This is an optimization exercise on Yosys and OpenROAD, whose aim is small area, not a production implementation.
In this exercise RTL edits were held to simulation tests only and were not proved equivalent to the original.

## flow/design.v (module list and top-level ports; edited modules follow where they fit)
// module rv_regf: 28 lines
// module rv_muldiv: 109 lines
// module rv_mul33: 1451 lines
// module rv_lzc32: 16 lines
// module rv_fpu: 334 lines
// module rv_add: 16 lines
// module rv_addcs: 15 lines
// module rv_inc: 15 lines
// module rv_cneg: 13 lines
// module rv_pcadd: 10 lines
// module rv_alu: 98 lines
// module rv_core: 636 lines
module rv_core #(parameter Nregs = 16,
                 parameter debug = 0,
                 parameter fpuen = 1 ) (
  input  logic clk,
  input  logic xreset,
  output u32_t i_adr,	 
  input  u32_t i_dr,	 
  output logic i_re,	 
  input  logic i_rdy,	 
  output u32_t d_adr,	 
  input  u32_t d_dr,	 
  output logic d_re,	 
  output u32_t d_dw,	 
  output u4_t  d_we,	 
  input  logic d_rdy,	 
  input  logic d_be,	 
  input  logic irq   
  );
  // ...
==> flow/flow/run.sh <==
#!/bin/bash
# Own layout flow = the standard ORFS flow with a re-mapped synthesis netlist.
#  2. fapol.py: choose the polarity of each full adder so that fewer inverters are needed
#  3. resynthesis: all combinational cells except full/half adders are dissolved into logic
#     and mapped again by ABC with an area-oriented script (flow/abc.script); registers,
#     adders and tie cells are kept as they are
#  5. the standard layout flow (bash standard.sh finish) on the chosen netlist, with the make
#     settings listed in flow/extra.txt (clock tree options, port buffer cell, buf_4 left out of timing repair)
# Each tool writes its full output to a log file of its own in this folder (log_*.txt).
set -uo pipefail
W=$(pwd)
F=$W/flow
R=orfs/results/${FLOW_PLATFORM}/rv_core/base
export PATH="$FLOW_HOME/../tools/install/yosys/bin:$FLOW_HOME/../tools/install/OpenROAD/bin:$PATH"

echo "== reference synthesis"
bash standard.sh synth > log_synth_reference.txt 2>&1 || { echo "reference synthesis failed"; exit 1; }
cp "$R/1_2_yosys.v" ref.v

LIB=$(make -s -C "$FLOW_HOME" DESIGN_CONFIG="$W/config.mk" WORK_HOME="$W/orfs" print-LIB_FILES 2>/dev/null | sed -n 's/^LIB_FILES: *//p' | awk '{print $1}')
DU=$(make -s -C "$FLOW_HOME" DESIGN_CONFIG="$W/config.mk" WORK_HOME="$W/orfs" print-DONT_USE_CELLS 2>/dev/null | sed -n 's/^DONT_USE_CELLS: *//p')
DUA=""; for c in $DU; do DUA="$DUA -dont_use $c"; done
printf 'set_driving_cell sky130_fd_sc_hd__buf_1\nset_load 5\n' > abc.constr

resyn() {  # $1 in.v  $2 out.v  $3 tag
  python3 "$F/fapol.py" "$1" "pol_$3.v" > "log_fapol_$3.txt" 2>&1 || return 1
  cat > "resyn_$3.ys" <<EOY
read_liberty -ignore_miss_func $LIB
read_verilog pol_$3.v
hierarchy -top ${FLOW_TOP}
setattr -mod -set keep_hierarchy 1 sky130_fd_sc_hd__fa_* sky130_fd_sc_hd__ha_* sky130_fd_sc_hd__*df* sky130_fd_sc_hd__conb_*
flatten
delete t:\$scopeinfo
opt_clean -purge
abc -script $F/abc.script -liberty $LIB $DUA -constr $W/abc.constr -D $(awk "BEGIN{print ${FLOW_PERIOD_NS}*1000}")
opt_clean -purge
setundef -zero
hilomap -singleton -hicell sky130_fd_sc_hd__conb_1 HI -locell sky130_fd_sc_hd__conb_1 LO
splitnets
opt_clean -purge
insbuf -buf sky130_fd_sc_hd__buf_4 A X
select ${FLOW_TOP}
tee -o stat_$3.txt stat -liberty $LIB
write_verilog -noattr -nohex -nodec -selected $2
EOY
  yosys -s "resyn_$3.ys" > "log_resyn_$3.txt" 2>&1 || return 1
}

use=ref.v
echo "== resynthesis"
if resyn ref.v mine1.v 1 && resyn mine1.v mine2.v 2 && resyn mine2.v mine3.v 3; then
  # candidates from the smallest area to the largest
  cands=$(for i in 1 2 3; do echo "$(sed -n "s/.*Chip area for module .*: //p" stat_$i.txt) mine$i.v"; done | sort -g | awk '{print $2}')
  for cand in $cands; do
    if python3 "$F/regcheck.py" ref.v $cand > log_regcheck_$cand.txt 2>&1 && \
       bash "$F/cec.sh" "$LIB" ref.v $cand > log_cec_$cand.txt 2>&1 && \
       grep -q "Networks are equivalent" log_cec_$cand.txt; then
      use=$cand; break
    fi
  done
fi
echo "netlist used: $use"
grep -i "chip area" orfs/reports/${FLOW_PLATFORM}/rv_core/base/synth_stat.txt stat_*.txt 2>/dev/null
if [[ $use != ref.v ]]; then
  cp $use "$R/1_2_yosys.v"
fi

echo "== layout"
# extra make variables for the layout steps (one assignment per line), e.g. CTS options
EXTRA=()
if [[ -f "$F/extra.txt" ]]; then
  while IFS= read -r line; do [[ -n "$line" && "$line" != \#* ]] && EXTRA+=("$line"); done < "$F/extra.txt"
fi
echo "extra layout settings: ${EXTRA[*]:-none}"
bash standard.sh "${EXTRA[@]}" finish > log_layout.txt 2>&1 || { echo "layout failed"; tail -20 log_layout.txt; exit 1; }
ls -la out/
==> flow/flow/abc.script <==
strash
ifraig
dch -f
amap
strash
dch -f
amap
strash
dch -f
amap
topo
stime -c
==> flow/flow/cec.sh <==
#!/bin/bash
# usage: cec.sh LIB a.v b.v  -- combinational equivalence of two flat netlists, registers cut by name
LIB=$1; A=$2; B=$3; D=cec_work; rm -rf $D; mkdir -p $D
H=$(dirname $0)
for x in a b; do
  f=$A; [[ $x == b ]] && f=$B
  python3 $H/cutflops.py $f $D/$x.v || exit 2
  yosys -q -p "read_liberty -ignore_miss_func $LIB; read_verilog $D/$x.v; hierarchy -top ${FLOW_TOP:-rv_core}; flatten; opt_clean; setundef -zero; aigmap; write_aiger $D/$x.aig" > $D/$x.log 2>&1 || { tail $D/$x.log; exit 2; }
done
yosys-abc -c "cec $D/a.aig $D/b.aig" 2>&1 | tail -2
==> flow/flow/cutflops.py <==
#!/usr/bin/env python3
"""Turn a flat sky130hd netlist into a purely combinational one for equivalence checking:
every flip-flop instance is removed; its Q net becomes an input port and its D/DE nets output
ports, named after the instance.  Ports are listed in sorted order so that two netlists with the
same registers get the same port order.   usage: cutflops.py IN.v OUT.v"""
import re, sys
src = open(sys.argv[1]).read()
m = re.search(r"^module\s+(\S+)\s*\((.*?)\);", src, re.M | re.S)
top = m.group(1)
body = src[m.end():src.rindex("endmodule")]
SEQ = re.compile(r"^sky130_fd_sc_hd__(e?dfx|df[rsb]|sdf|sedf)")
decls, cells = [], []
ins, outs = {}, {}
for part in re.finditer(r".*?;", body, re.S):
    t = part.group(0)
    c = re.match(r"^\s*(sky130_fd_sc_hd__\w+)\s+(\S+)\s*\((.*?)\);\s*$", t, re.S)
    if c and SEQ.match(c.group(1)):
        name = re.sub(r"[^A-Za-z0-9_]", "_", c.group(2))
        pins = dict((p, n.strip()) for p, n in re.findall(r"\.(\w+)\(\s*(.*?)\s*\)\s*(?:,|$)", c.group(3), re.S))
        def fmt(n): return n + " " if n.startswith("\\") else n
        if pins.get("Q"):
            ins[f"cut_q_{name}"] = fmt(pins["Q"])
        for p in ("D", "DE", "SCD", "SCE", "RESET_B", "SET_B"):
            if p in pins and pins[p]:
                outs[f"cut_{p.lower()}_{name}"] = fmt(pins[p])
        continue
    d = re.match(r"^\s*(input|output)\s+(?:\[(\d+):(\d+)\]\s*)?(\S+?)\s*;", t)
    if d:
        kind, hi, lo, nm = d.groups()
        if hi:
            for i in range(int(lo), int(hi) + 1):
                (ins if kind == "input" else outs)[f"port_{nm}_{i}"] = f"{nm}[{i}]"
        else:
            (ins if kind == "input" else outs)[f"port_{nm}"] = nm
        decls.append(t.replace(kind, "wire", 1))
        continue
    decls.append(t)
names = sorted(ins) + sorted(outs)
o = [f"module {top}({', '.join(names)});"]
for n in sorted(ins): o.append(f"  input {n};")
for n in sorted(outs): o.append(f"  output {n};")
o.extend(decls)
for n in sorted(ins): o.append(f"  assign {ins[n]} = {n};")
for n in sorted(outs): o.append(f"  assign {n} = {outs[n]};")
o.append("endmodule")
open(sys.argv[2], "w").write("\n".join(o) + "\n")
==> flow/flow/extra.txt <==
CTS_ARGS=-sink_clustering_enable -repair_clock_nets -dont_use_dummy_load -sink_clustering_size 15 -sink_clustering_max_diameter 100
BUFFER_PORTS_ARGS=-buffer_cell sky130_fd_sc_hd__buf_1
DONT_USE_CELLS=sky130_fd_sc_hd__probe_p_8 sky130_fd_sc_hd__probec_p_8 sky130_fd_sc_hd__lpflow_bleeder_1 sky130_fd_sc_hd__lpflow_clkbufkapwr_1 sky130_fd_sc_hd__lpflow_clkbufkapwr_16 sky130_fd_sc_hd__lpflow_clkbufkapwr_2 sky130_fd_sc_hd__lpflow_clkbufkapwr_4 sky130_fd_sc_hd__lpflow_clkbufkapwr_8 sky130_fd_sc_hd__lpflow_clkinvkapwr_1 sky130_fd_sc_hd__lpflow_clkinvkapwr_16 sky130_fd_sc_hd__lpflow_clkinvkapwr_2 sky130_fd_sc_hd__lpflow_clkinvkapwr_4 sky130_fd_sc_hd__lpflow_clkinvkapwr_8 sky130_fd_sc_hd__lpflow_decapkapwr_12 sky130_fd_sc_hd__lpflow_decapkapwr_3 sky130_fd_sc_hd__lpflow_decapkapwr_4 sky130_fd_sc_hd__lpflow_decapkapwr_6 sky130_fd_sc_hd__lpflow_decapkapwr_8 sky130_fd_sc_hd__lpflow_inputiso0n_1 sky130_fd_sc_hd__lpflow_inputiso0p_1 sky130_fd_sc_hd__lpflow_inputiso1n_1 sky130_fd_sc_hd__lpflow_inputiso1p_1 sky130_fd_sc_hd__lpflow_inputisolatch_1 sky130_fd_sc_hd__lpflow_isobufsrc_1 sky130_fd_sc_hd__lpflow_isobufsrc_16 sky130_fd_sc_hd__lpflow_isobufsrc_2 sky130_fd_sc_hd__lpflow_isobufsrc_4 sky130_fd_sc_hd__lpflow_isobufsrc_8 sky130_fd_sc_hd__lpflow_isobufsrckapwr_16 sky130_fd_sc_hd__lpflow_lsbuf_lh_hl_isowell_tap_1 sky130_fd_sc_hd__lpflow_lsbuf_lh_hl_isowell_tap_2 sky130_fd_sc_hd__lpflow_lsbuf_lh_hl_isowell_tap_4 sky130_fd_sc_hd__lpflow_lsbuf_lh_isowell_4 sky130_fd_sc_hd__lpflow_lsbuf_lh_isowell_tap_1 sky130_fd_sc_hd__lpflow_lsbuf_lh_isowell_tap_2 sky130_fd_sc_hd__lpflow_lsbuf_lh_isowell_tap_4 sky130_fd_sc_hd__buf_4
==> flow/flow/fapol.py <==
#!/usr/bin/env python3
"""Inverter clean-up around full adders in a flat sky130hd netlist written by Yosys.

A full adder is self-dual: FA(~a,~b,~c) = (~sum, ~cout).  Synthesis leaves many inverters between
full adders (sum/carry of one adder inverted into the next).  This script chooses for every
fa_* cell whether to use it 'flipped' (inputs and outputs complemented), so that as few inverters
as possible remain.  All inverters are first dissolved into (net, polarity) pairs and then
re-created: at most one per net whose complement is needed (reusing an original inverter's cell
type and instance name where there was one).  The logic function of every register input and
output port is unchanged; registers are untouched.

usage: fapol.py IN.v OUT.v
"""
import re
import sys
from collections import defaultdict

OUT_PINS = {"X", "Y", "Q", "Q_N", "SUM", "COUT", "HI", "LO", "GCLK"}
INV = re.compile(r"^sky130_fd_sc_hd__(clk)?inv_\d+$")
FA = re.compile(r"^sky130_fd_sc_hd__fa_\d+$")

src = open(sys.argv[1]).read()
m = re.search(r"^module\s+(\S+)\s*\((.*?)\);", src, re.M | re.S)
mod_start = m.start()
body_start = m.end()
end = src.rindex("endmodule")

# ---- parse statements of the module body
stmts = []  # ('text', str) or ('cell', type, name, [(pin, net)])
cell_re = re.compile(r"^\s*(sky130_fd_sc_hd__\w+)\s+(\S+)\s*\((.*?)\);\s*$", re.S)
pin_re = re.compile(r"\.(\w+)\(\s*(.*?)\s*\)\s*(?:,|$)", re.S)
pos = body_start
for part in re.finditer(r".*?;", src[body_start:end], re.S):
    text = part.group(0)
    c = cell_re.match(text)
    if c:
        pins = [(p, n.strip()) for p, n in pin_re.findall(c.group(3))]
        stmts.append(("cell", c.group(1), c.group(2), pins))
    else:
        stmts.append(("text", text))
tail = src[body_start:end][sum(len(s[1]) if s[0] == "text" else 0 for s in stmts):]  # unused

cells = [s for s in stmts if s[0] == "cell"]
for s in stmts:
    if s[0] == "text" and re.search(r"\bassign\b", s[1]):
        sys.exit("assign statements are not handled")

def fmt(n):
    return n + " " if n.startswith("\\") else n

def is_const(n):
    return re.fullmatch(r"\d+'[hbd][0-9a-fA-FxzXZ]+", n) is not None

# driver of each net
driver = {}
for _, typ, name, pins in cells:
    for p, n in pins:
        if p in OUT_PINS and n:
            driver[n] = (typ, name, p)

# inverter map: output net -> input net
inv_of = {}
inv_cells = {}
for _, typ, name, pins in cells:
    if INV.match(typ):
        d = dict(pins)
        if d.get("Y") and d.get("A") is not None:
            inv_of[d["Y"]] = d["A"]
            inv_cells[name] = (typ, d["A"], d["Y"])

def base(n):
    """(base net, polarity): n == base ^ pol, following inverter chains."""
    pol = 0
    seen = 0
    while n in inv_of and seen < 100:
        n = inv_of[n]
        pol ^= 1
        seen += 1
    return n, pol

# loads: every non-inverter cell input pin, on its base net
# ports (outputs) are loads too: find output port nets
port_decl = re.findall(r"^\s*output\s+(?:\[(\d+):(\d+)\]\s*)?(\S+?)\s*;", src[body_start:end], re.M)
out_port_nets = set()
for hi, lo, nm in port_decl:
    if hi:
        for i in range(int(lo), int(hi) + 1):
            out_port_nets.add(f"{nm}[{i}]")
        out_port_nets.add(nm)
    else:
        out_port_nets.add(nm)

fa_names = [name for _, typ, name, _ in cells if FA.match(typ)]
fa_index = {n: i for i, n in enumerate(fa_names)}
flip = [0] * len(fa_names)

# load list per base net: (fa index or -1, need_pol)   need_pol relative to base signal
loads = defaultdict(list)
fa_inputs = {}   # fa index -> list of base nets (for delta evaluation)
for _, typ, name, pins in cells:
    if INV.match(typ):
        continue
    fi = fa_index.get(name, -1)
    ins = []
    for p, n in pins:
        if p in OUT_PINS or not n:
            continue
        if is_const(n):
            continue
        b, pol = base(n)
        loads[b].append((fi, pol))
        ins.append(b)
    if fi >= 0:
        fa_inputs[fi] = ins
# output ports read nets
port_loads = 0
for n in out_port_nets:
    if n in driver and INV.match(driver[n][0]):
        # port driven by an inverter: keep that inverter as it is (treat as load of base with pol)
        pass
fa_out = defaultdict(list)  # fa index -> its output base nets
net_fa = {}                 # base net -> fa index driving it
for _, typ, name, pins in cells:
    if FA.match(typ):
        fi = fa_index[name]
        for p, n in pins:
            if p in OUT_PINS and n:
                fa_out[fi].append(n)
                net_fa[n] = fi
locked = set()
inv_driven_ports = set()
for n in out_port_nets:
    b, pol = base(n) if n in inv_of else (n, 0)
    if b in net_fa:
        locked.add(net_fa[b])
    if n in inv_of:
        inv_driven_ports.add(n)

def net_cost(b):
    f = flip[net_fa[b]] if b in net_fa else 0
    for fi, pol in loads.get(b, ()):
        if pol ^ (flip[fi] if fi >= 0 else 0) ^ f:
            return 1
    return 0

def fa_nets(fi):
    return set(fa_out[fi]) | set(fa_inputs.get(fi, []))

initial = sum(net_cost(b) for b in loads)
changed = True
rounds = 0
while changed and rounds < 50:
    changed = False
    rounds += 1
    for fi in range(len(fa_names)):
        if fi in locked:
            continue
        nets = fa_nets(fi)
        before = sum(net_cost(b) for b in nets)
        flip[fi] ^= 1
        after = sum(net_cost(b) for b in nets)
        if after < before:
            changed = True
        else:
            flip[fi] ^= 1
final = sum(net_cost(b) for b in loads)

# ---- rebuild
# inverter to use for base net b (its complement)
inv_name_for = {}
orig_inv_for_base = {}
for name, (typ, a, y) in inv_cells.items():
    b, pol = base(a)
    if y in inv_driven_ports or y in out_port_nets:
        continue
    if pol == 0 and b not in orig_inv_for_base:
        orig_inv_for_base[b] = (typ, name)
new_cells = []
new_wires = []
used_names = set(n for _, _, n, _ in cells)
cnt = [0]

def complement_net(b):
    if b not in inv_name_for:
        typ, name = orig_inv_for_base.get(b, ("sky130_fd_sc_hd__inv_1", None))
        if name is None or name in inv_name_for.values():
            cnt[0] += 1
            name = f"_fapol_inv_{cnt[0]}_"
        out = f"_fapol_n_{len(new_wires)}_"
        new_wires.append(out)
        new_cells.append((typ, name, [("A", b), ("Y", out)]))
        inv_name_for[b] = name
        inv_out[b] = out
    return inv_out[b]

inv_out = {}

def phys(b):
    return flip[net_fa[b]] if b in net_fa else 0

out = []
for s in stmts:
    if s[0] == "text":
        out.append(s[1])
        continue
    _, typ, name, pins = s
    if INV.match(typ):
        a, y = inv_cells[name][1], inv_cells[name][2]
        if y in inv_driven_ports or y in out_port_nets:
            # keep inverters that drive ports as they are, fed with the right polarity
            b, pol = base(a)
            want = pol  # port net = ~a = ~(b^pol); input needed = b^pol
            net = b if (want ^ phys(b)) == 0 else complement_net(b)
            out.append(f"  {typ} {name} (\n    .A({fmt(net)}),\n    .Y({y})\n  );")
        continue
    fi = fa_index.get(name, -1)
    f = flip[fi] if fi >= 0 else 0
    newpins = []
    for p, n in pins:
        if p in OUT_PINS or not n:
            newpins.append((p, n))
            continue
        if is_const(n):
            if f:
                n = {"1'h0": "1'h1", "1'h1": "1'h0"}.get(n, n)
            newpins.append((p, n))
            continue
        b, pol = base(n)
        need = pol ^ f
        newpins.append((p, b if (need ^ phys(b)) == 0 else complement_net(b)))
    out.append(f"  {typ} {name} (\n" + ",\n".join(f"    .{p}({n})" for p, n in newpins) + "\n  );")

out = [re.sub(r"\.(\w+)\((\\[^()]*?)\)", lambda mm: f".{mm.group(1)}({fmt(mm.group(2).strip())})", o) for o in out]
wires = "".join(f"  wire {w};\n" for w in new_wires)
invs = "".join(f"  {t} {n} (\n    .A({fmt(a[0][1])}),\n    .Y({a[1][1]})\n  );\n" for t, n, a in new_cells)
result = src[:body_start] + "\n" + wires + "\n".join(out) + "\n" + invs + src[end:]
open(sys.argv[2], "w").write(result)
sys.stderr.write(
    f"fapol: {len(fa_names)} full adders, {sum(flip)} flipped, {len(locked)} locked; "
    f"inverters {len(inv_cells)} -> {len(new_cells) + len(inv_driven_ports)} "
    f"(needed complements {initial} -> {final})\n"
)
==> flow/flow/regcheck.py <==
#!/usr/bin/env python3
"""Exit 0 if two flat netlists hold the same registers: same instance names, same cell family."""
import re, sys
SEQ = re.compile(r'^sky130_fd_sc_hd__(e?dfx|df[rsb]|sdf|sedf|dl[xrc]|sdl|lpflow_inputiso)')
def regs(fn):
    out = {}
    for m in re.finditer(r'^\s*(sky130_fd_sc_hd__\w+)\s+(\S+)\s*\(', open(fn).read(), re.M):
        if SEQ.match(m.group(1)):
            out[m.group(2).lstrip('\\')] = re.sub(r'_\d+$', '', m.group(1))
    return out
a, b = regs(sys.argv[1]), regs(sys.argv[2])
diff = sorted(k for k in set(a) | set(b) if a.get(k) != b.get(k))
print(f"reference {len(a)} registers, area netlist {len(b)}, differing {len(diff)}")
for k in diff[:20]:
    print(" ", k, a.get(k), b.get(k))
sys.exit(0 if a and not diff else 1)
==> flow/standard.sh <==
#!/bin/bash
# synth_recipe.tcl (not shown) runs the flow's synth.tcl, then flattens the netlist and writes it again
# the make line also repeats each setting of config.mk as NAME=value (left out here)
make -C /OpenROAD-flow-scripts/flow DESIGN_CONFIG=/design/flow/config.mk WORK_HOME=/design/flow/orfs CLKGATE_MAP_FILE= SYNTH_SCRIPT=/design/flow/synth_recipe.tcl "${@:-finish}"
==> flow/config.mk <==
export PLATFORM = sky130hd
export DESIGN_NAME = rv_core
export DESIGN_NICKNAME = rv_core
export VERILOG_FILES = /design/flow/design.v
export SDC_FILE = /design/flow/constraint.sdc
export NUM_CORES = 8
export LEC_CHECK = 0
export ABC_AREA = 1
export CAP_MARGIN = 30
export CORE_MARGIN = 2
export CORE_UTILIZATION = 40
export CTS_CLUSTER_DIAMETER = 100
export CTS_CLUSTER_SIZE = 15
export SETUP_SLACK_MARGIN = 0.1
export SLEW_MARGIN = 20
==> flow/constraint.sdc <==
create_clock -name core_clock -period 36.0 [get_ports {clk}]
set_input_delay 7.2000 -clock core_clock [delete_from_list [all_inputs] [get_ports {clk}]]
set_output_delay 7.2000 -clock core_clock [all_outputs]
set_load 0.01 [all_outputs]
==> metrics.md, run 1 <==
| Metric | Value |
|---|---|
| Core Region | 285000 sq um |
| Nets@finish | 14700 |
| Tap cells | 3762 |
| Synth Cell Area | 115000 sq um |
| Critical Path End | i_adr[30] |
| Clk buf depth | 4 |
| FFs & Latches | 1574 |
| Antenna diodes | 67 |
| Fillers | 28100 |
| Fin util | 0.450 |
| Delay of the slowest cell on the worst path | 0.50 ns |
| # IOs | 172 |
| Initial antenna violation count | 66 |
| RSZ-0062 raised after global routing | yes |
| Multi-input gate area | 67400 sq um |
| Post-CTS setup buffer count | 0 |
| Clkbuf count | 125 |
| Largest net degree at the start of global routing | 109 |
| Crit path from | alu[1] |
| Worst r2r dst | u_rv_alu.u_rv_fpu.rwdatx[20] |
| CP endpoint kind | output pin |
| Most frequent cells in the layout | nor2_1, o22ai_1, edfxtp_1 |
| Final setup fails | 0 |
| Slew margin rel. | 0.151 |
| CTS buffer count | 125 |
| P&R area growth vs syn | 12.0% |
| Met1 wire length | 254 mm |
| Run status | complete, no violations |
==> run 2, diff against run 1 <==
==> flow/flow/extra.txt (replaced) <==
CTS_ARGS=-sink_clustering_enable -repair_clock_nets -dont_use_dummy_load -sink_clustering_size 20 -sink_clustering_max_diameter 100
BUFFER_PORTS_ARGS=-buffer_cell sky130_fd_sc_hd__buf_1
DONT_USE_CELLS=sky130_fd_sc_hd__probe_p_8 sky130_fd_sc_hd__probec_p_8 sky130_fd_sc_hd__lpflow_bleeder_1 sky130_fd_sc_hd__lpflow_clkbufkapwr_1 sky130_fd_sc_hd__lpflow_clkbufkapwr_16 sky130_fd_sc_hd__lpflow_clkbufkapwr_2 sky130_fd_sc_hd__lpflow_clkbufkapwr_4 sky130_fd_sc_hd__lpflow_clkbufkapwr_8 sky130_fd_sc_hd__lpflow_clkinvkapwr_1 sky130_fd_sc_hd__lpflow_clkinvkapwr_16 sky130_fd_sc_hd__lpflow_clkinvkapwr_2 sky130_fd_sc_hd__lpflow_clkinvkapwr_4 sky130_fd_sc_hd__lpflow_clkinvkapwr_8 sky130_fd_sc_hd__lpflow_decapkapwr_12 sky130_fd_sc_hd__lpflow_decapkapwr_3 sky130_fd_sc_hd__lpflow_decapkapwr_4 sky130_fd_sc_hd__lpflow_decapkapwr_6 sky130_fd_sc_hd__lpflow_decapkapwr_8 sky130_fd_sc_hd__lpflow_inputiso0n_1 sky130_fd_sc_hd__lpflow_inputiso0p_1 sky130_fd_sc_hd__lpflow_inputiso1n_1 sky130_fd_sc_hd__lpflow_inputiso1p_1 sky130_fd_sc_hd__lpflow_inputisolatch_1 sky130_fd_sc_hd__lpflow_isobufsrc_1 sky130_fd_sc_hd__lpflow_isobufsrc_16 sky130_fd_sc_hd__lpflow_isobufsrc_2 sky130_fd_sc_hd__lpflow_isobufsrc_4 sky130_fd_sc_hd__lpflow_isobufsrc_8 sky130_fd_sc_hd__lpflow_isobufsrckapwr_16 sky130_fd_sc_hd__lpflow_lsbuf_lh_hl_isowell_tap_1 sky130_fd_sc_hd__lpflow_lsbuf_lh_hl_isowell_tap_2 sky130_fd_sc_hd__lpflow_lsbuf_lh_hl_isowell_tap_4 sky130_fd_sc_hd__lpflow_lsbuf_lh_isowell_4 sky130_fd_sc_hd__lpflow_lsbuf_lh_isowell_tap_1 sky130_fd_sc_hd__lpflow_lsbuf_lh_isowell_tap_2 sky130_fd_sc_hd__lpflow_lsbuf_lh_isowell_tap_4 sky130_fd_sc_hd__buf_4
--- a/flow/config.mk
+++ b/flow/config.mk
@@ -10,6 +10,5 @@
 export CORE_MARGIN = 2
 export CORE_UTILIZATION = 40
 export CTS_CLUSTER_DIAMETER = 100
-export CTS_CLUSTER_SIZE = 15
-export SETUP_SLACK_MARGIN = 0.1
+export CTS_CLUSTER_SIZE = 20
 export SLEW_MARGIN = 20
==> run 2 against run 1 <==
- global-route usage increased by 1.9 points
- register-to-register slack better by 0.02 ns
- largest cell class unchanged
- critical endpoint is now i_adr[31]
- critical path type unchanged
- sequential share of layout area up 0.060 points
- flip-flop and latch count did not move
- routed wire length increased by 3.8%
- setup slack gained 0.032 ns
- synthesized area is the same
- critical path depth is 2 higher
==> metrics.md, run 2 <==
| Metric | Value |
|---|---|
| Run status | complete, no violations |
| P&R area growth vs syn | 11.8% |
| CTS buffer count | 102 (-18%) |
| Grt ovf | 0 |
| Critical-path top delay cell | edfxtp_1 |
| CTS tree | yes |
| Antenna Violating Nets Remaining | 0 |
| Worst Path Buf+Inv | 6 |
| Clk buf depth | 4 (unchanged) |
| Max_cap viols | 0 |
| Placement Rows | 196 |
| DRC Markers | 0 |
| Worst Max-Slew Pin Slew | 1.24 ns |
| Clock skew | 0.154 ns |
| WHS | 0.431 ns |
| Worst EP arrival | 27.59 ns |
| GRT Util Overall | 0.479 |
| Crit Path Category | reg -> out |
| CTS HTree Levels | 3 |
| Routed wire length | 724 mm |
| Fillers | 28300 (+0.75%) |
| Worst skew pair latency | 0.94 ns |
| Initial antenna violation count | 78 (+18%) |
| CP delay by family, top | adder cells |
| Final setup fails | 0 (unchanged) |
| Most frequent CP cell | fa_1 |
| Number of global-route vias before repair | 114000 |
| Core Region | 285000 sq um (unchanged) |
| Final Max Slew Viols | 0 |
| Grt met2 use | 0.631 |
| Slew margin rel. | 0.175 (+0.0238) |
| Port Buffers | 170 |
| Vias per inst | 7.33 |
| Synth Cell Area | 115000 sq um (unchanged) |
| Clk sink count | 1574 |
| Chip Width | 539 um |
| Largest net degree at the start of global routing | 85 (-22%) |
| First-pass GRT wire length | 974 mm |
| Fin crit period | 34.79 ns |
| Initial Util | 0.402 |
| Layout cells sized above 1 | 0.0859 |
| GP Congestion | 1.13 |
| # IOs | 172 (unchanged) |
| Full die area | 291000 sq um |
| Clock Pin Slew Worst Setup and Hold Paths | 0.09 ns |
| Max FFs per register | 480 |
| Most common cell after layout, fill and taps aside | nor2_1 |
| CP endpoint kind | output pin |
| Met1 Use GR | 0.630 |
| Final period util | 0.966 |
| Synth Instances | 12500 |
| Hold Path Class | reg -> reg |
| Finished Layout Cells | 17400 |
| Nets@finish | 14700 (+0.13%) |
| Placed Cells | 17200 |
| Most frequent cells in the layout | nor2_1, o22ai_1, edfxtp_1 |
| Final hold vios | 0 |
| Starting DRT DRC Count | 24700 |
| GR peak layer | met2 |
| Global routing usage on met3 | 0.228 |
| CTS Hold Bufs | 0 |
| Pre-antenna DRT Iters | 14 |
| DR vias | 128000 |
| Worst Path Max Fanout | 8 |
| Delay of the slowest cell on the worst path | 0.44 ns (-0.06 ns) |
| Mean Syn Cell Area | 9.20 sq um |
| Clk root buf | clkbuf_16 |
| Chip height | 539 um |
| Critical path required time | 28.80 ns |
| Critical Path Start Type | flop |
| HPWL after DPL | 546 mm |
| Synth warn | 18 |
| Synthesized net count | 13600 |
| Maximum clock rate | 28.7 MHz |
| Wire length per cell | 41.6 um |
run 2: routing by layer:
metal	vias up	routed length [um]
li1	51100	-
met1	62200	273000
met2	11400	276000
met3	2625	122000
met4	68	52800
met5	-	982
run 2: worst register-to-register path: cells and delay by family (launching register included):
kind / cells / cell delay [ns]
DFF: 1 / 0.46
AOI/OAI and AO/OA: 25 / 4.90
buffers and inverters: 16 / 2.38
and+or+nand+nor: 56 / 7.27
adders and majority gates: 65 / 18.52
run 2: timing repair:
item | 4_1_cts | 5_1_grt
pin swaps | 1 | 8
endpoints found under the setup margin | 2 | 14
gates resized for setup | 6 | 45
setup buffers | 1 | 13
endpoints found under the hold margin | 0 | 0
run 2: worst paths after layout:
path | startpoint | to | slack [ns] | depth (start not counted)
max | alu[5] | i_adr[31] | 1.21 | 105
min | mar1[0][0] | mar1[1][0] | 0.43 | 0
max reg2reg | alu[5] | u_rv_alu.u_rv_fpu.rwdatx[20] | 2.15 | 162
min reg2reg | mar1[0][0] | mar1[1][0] | 0.43 | 0
run 2: through the flow:
| stage | util | TNS, ns | instance area (sq um) | setup slack [ns] |
|---|---|---|---|---|
| floorplan | - | -0.0753 | 115000 | -0.0753 |
| global placement | 0.437 | 0 | 125000 | 0.434 |
| detailed placement | 0.438 | 0 | 125000 | 0.263 |
| CTS | 0.447 | 0 | 128000 | 0.0220 |
| global route | 0.449 | -0.0147 | 128000 | -0.0147 |
| finish | 0.450 | 0 | 128000 | 1.21 |
run 2: cell type report:
class	instances	area, sq um	area share
inverters	1188	4480	0.0350
flip-flops and latches	1574	43500	0.339
clock buffers	102	2550	0.0199
well taps	3762	4710	0.0367
multi-input cells	9668	67400	0.526
diodes	68	170	0.00133
repair buffers	1037	5390	0.0420

[separate check: timing with driven ports]
The results above use ideal ports. As a check the final layouts listed here were re-extracted and re-timed, cells and wires unchanged.
Step 1: set_driving_cell puts a clkbuf_16 on clk and a buf_2 on each other input, an assumption about the parent block.
Step 2 also shifts input and output timing later by t, the mid clock arrival at the registers, as if the neighbouring blocks saw the same clock.
a / b / c = ideal ports / drivers / drivers and shift; a / b = the first two.
run | shift t [ns] | setup WS [ns] | hold WS [ns]
run 1 | 1.011 | 1.174 / 1.056 / 2.067 | 0.425 / 0.425 / 0.425
run 2 | 0.982 | 1.206 / 1.090 / 2.071 | 0.431 / 0.431 / 0.431
After both steps every run listed still meets setup and hold.
